This is an optimization exercise on Yosys and OpenROAD, whose aim is small area, not a production implementation. In this exercise RTL edits were held to simulation tests only and were not proved equivalent to the original. Power figures rest on the tool's default switching activity, not on a simulated workload.

==> flow/design.v (excerpt) <==
module rsb_pixel_top (
    input             clock,
    input             reset,         
    input             pixel_ready,   
    input      [ 7:0] x_addr,
    input      [ 8:0] y_addr,
    input      [ 5:0] game_state,
    output reg [15:0] pixel_data
);
For scale: about 42 I/O pins, roughly 3400 um^2 of cells after synthesis.
clock: 10.0 ns
lec_check: 0
cap_margin: 20
core_margin: 2
core_utilization: 40
gpl_timing_driven: 0
slew_margin: 20
standard.sh (not shown) runs the stock make flow with config.mk's settings and CLKGATE_MAP_FILE= SYNTH_SCRIPT=/design/flow/synth_recipe.tcl, a recipe that flattens the netlist after the stock synthesis.
==> flow/flow/run.sh <==
#!/bin/bash
# Layout flow: the standard synthesis, then an area-oriented re-mapping of the
# combinational logic (flip-flops kept as the standard synthesis made them), then the
# standard ORFS flow from floorplan to finish.
set -euo pipefail
WORK=$(pwd)
R=$WORK/orfs/results/$FLOW_PLATFORM/rsb_pixel_top/base
YOSYS=$(command -v yosys || echo "$FLOW_HOME/../tools/install/yosys/bin/yosys")

bash standard.sh synth > "$WORK/log_1_standard_synth.log" 2>&1

cp "$R/1_2_yosys.v" "$WORK/standard_synth.v"
SEQ=$(grep -oE '^ *sky130_fd_sc_hd__(df|edf|sdf|dl|sdl|lpflow_inputisolatch)[a-z0-9_]*' "$WORK/standard_synth.v" | sort -u | tr '\n' ' ')
sed -e "s#@IN@#$WORK/standard_synth.v#" -e "s#@OUT@#$WORK/remapped.v#" \
    -e "s#@ABC@#$WORK/flow/remap.abc#" -e "s#@TOP@#$FLOW_TOP#" \
    -e "s#@LIB@#$FLOW_HOME/platforms/sky130hd/lib/sky130_fd_sc_hd__tt_025C_1v80.lib#g" \
    -e "s#@DONTUSE@#$(cat flow/dont_use.txt | tr '\n' ' ')#" \
    -e "s#@SEQ@#$SEQ#" \
    flow/remap.ys.in > "$WORK/remap.ys"
"$YOSYS" -l "$WORK/log_2_remap.log" -s "$WORK/remap.ys" > /dev/null 2>&1

# the remapped netlist replaces the synthesis result; make rebuilds 1_synth.odb from it
cp "$WORK/remapped.v" "$R/1_2_yosys.v"
rm -f "$R/1_synth.odb" "$R/1_synth.sdc"
bash standard.sh > "$WORK/log_3_standard_layout.log" 2>&1
test -s "$FLOW_OUT/final.def"
==> flow/flow/remap.abc <==
strash
&get -n
&deepsyn -T 300 -S 1
&put
dch
map -D 5000
topo
Other scripts of this flow, unchanged in this note and not shown: flow/flow/dont_use.txt, flow/flow/remap.ys.in
The first run completed without violations.
Change:
==> flow/flow/remap.abc (replaced) <==
strash
&get -n
&deepsyn -T 300 -S 1
&put
dch
map -a
topo
--- a/flow/config.mk
+++ b/flow/config.mk
@@ -10 +10 @@
-export CORE_UTILIZATION = 40
+export CORE_UTILIZATION = 60
Result: Now the flow never finished: it broke off in 5_1_grt with GRT-0116. Synthesized cell count came out lower by 1.0%. Synthesized area came out lower by 3.3%.
Change:
--- a/flow/config.mk
+++ b/flow/config.mk
@@ -10 +10 @@
-export CORE_UTILIZATION = 60
+export CORE_UTILIZATION = 40
Outcome: Now the flow completed without violations; synthesized area does not change; synthesized cell count stays the same.
Change:
--- a/flow/config.mk
+++ b/flow/config.mk
@@ -11 +10,0 @@
-export GPL_TIMING_DRIVEN = 0
The new run completed with no timing, DRC or antenna violations. Final area grows by 1.7%. Combinational power is lower by about 1%. Setup slack gains 140 ps. Clock-buffer cell count stays the same. Power shrinks by 1.2%. Utilization rises by 1.1 points. Clock power barely changes.

---

Another version of the RTL of rsb_pixel_top (not shown whole).
For scale: roughly 42 I/O pins.
export LEC_CHECK = 0
export CAP_MARGIN = 20
export CORE_MARGIN = 2
export CORE_UTILIZATION = 40
export GPL_TIMING_DRIVEN = 0
export SLEW_MARGIN = 20
create_clock -name core_clock -period 10.0 [get_ports {clock}]
==> flow/flow/run.sh <==
#!/bin/bash
# Layout flow: the standard synthesis, then an area-oriented re-mapping of the
# combinational logic (flip-flops kept as the standard synthesis made them), then the
# standard ORFS flow from floorplan to finish.
set -euo pipefail
WORK=$(pwd)
R=$WORK/orfs/results/$FLOW_PLATFORM/rsb_pixel_top/base
YOSYS=$(command -v yosys || echo "$FLOW_HOME/../tools/install/yosys/bin/yosys")

bash standard.sh synth > "$WORK/log_1_standard_synth.log" 2>&1

cp "$R/1_2_yosys.v" "$WORK/standard_synth.v"
SEQ=$(grep -oE '^ *sky130_fd_sc_hd__(df|edf|sdf|dl|sdl|lpflow_inputisolatch)[a-z0-9_]*' "$WORK/standard_synth.v" | sort -u | tr '\n' ' ')
sed -e "s#@IN@#$WORK/standard_synth.v#" -e "s#@OUT@#$WORK/remapped.v#" \
    -e "s#@ABC@#$WORK/flow/remap.abc#" -e "s#@TOP@#$FLOW_TOP#" \
    -e "s#@LIB@#$FLOW_HOME/platforms/sky130hd/lib/sky130_fd_sc_hd__tt_025C_1v80.lib#g" \
    -e "s#@DONTUSE@#$(cat flow/dont_use.txt | tr '\n' ' ')#" \
    -e "s#@SEQ@#$SEQ#" \
    flow/remap.ys.in > "$WORK/remap.ys"
"$YOSYS" -l "$WORK/log_2_remap.log" -s "$WORK/remap.ys" > /dev/null 2>&1

# the remapped netlist replaces the synthesis result; make rebuilds 1_synth.odb from it
cp "$WORK/remapped.v" "$R/1_2_yosys.v"
rm -f "$R/1_synth.odb" "$R/1_synth.sdc"
bash standard.sh BUFFER_PORTS_ARGS="-buffer_cell sky130_fd_sc_hd__buf_1" finish > "$WORK/log_3_standard_layout.log" 2>&1
test -s "$FLOW_OUT/final.def"
==> flow/flow/remap.abc <==
strash
&get -n
&deepsyn -T 600 -S 1
&put
dch
map -D 3500
topo
Other scripts of this flow, unchanged in this note and not shown: flow/flow/dont_use.txt, flow/flow/remap.ys.in
Then changed:
==> flow/flow/remap.abc (replaced) <==
strash
&get -n
&deepsyn -T 600 -S 1
&put
dch
map -D 4000
topo
=> The changed run passed the timing, design-rule and antenna checks. Synthesized cell count shrinks by 0.78%. Via count shrinks by 2.9%. Setup slack degrades by 0.026 ns. Clock-buffer cell count does not change. Critical path depth grows by 6. Fmax is about the same. Total power shrinks by 0.85%. Wire length shrinks by 2.8%. Register-to-register slack degrades by 0.02 ns.
Then changed:
==> flow/flow/remap.abc (replaced) <==
strash
&get -n
&deepsyn -T 600 -S 1
&put
dch
map -D 3000
topo
Effect:
- worst hold slack loses 0.0052 ns
- setup slack gains 0.16 ns
- register-to-register slack gains 0.02 ns
- core utilization rose by 0.48 points
- final cell count rose by 1.2%
- clock skew is unchanged
- first-iteration DRC count rose by 12%
- total power fell by 3.0%
- global-route usage rose by 1.4 points

afterwards: timing with drivers on the ports:
How much do the figures lean on ideal ports? The routed layouts below were timed once more, with nothing changed but the port constraints. Step 1 (the two cells are an assumption about what drives the block):
set clk [get_ports {clock}]
set_driving_cell -lib_cell sky130_fd_sc_hd__clkbuf_16 $clk
set_driving_cell -lib_cell sky130_fd_sc_hd__buf_2 [delete_from_list [all_inputs] $clk]
Step 2 moves the port delays by t, midway between the first and last clock arrival at a register: inputs arrive t later, outputs are due t later. That takes back most of the time a late clock gives input paths. Slacks: ideal / step 1 / step 2; pairs: ideal / step 1.
run | t, ns | slack for setup (ns) | clock arrival spread, ns
the first run of note 1 | 0.233 | 0.489 / 0.479 / 0.246 | 0.003 / 0.003
the third run of note 1 | 0.243 | 0.229 / 0.226 / -0.017 | 0.002 / 0.002
the fourth run of note 1 | 0.242 | 0.372 / 0.368 / 0.126 | 0.004 / 0.004
the first run of note 2 | 0.236 | 0.788 / 0.789 / 0.553 | 0.006 / 0.006
the second run of note 2 | 0.232 | 0.762 / 0.760 / 0.529 | 0.004 / 0.003
the third run of note 2 | 0.233 | 0.922 / 0.921 / 0.688 | 0.003 / 0.003
Met with ideal ports but missed after step 2: setup timing in the third run of note 1.
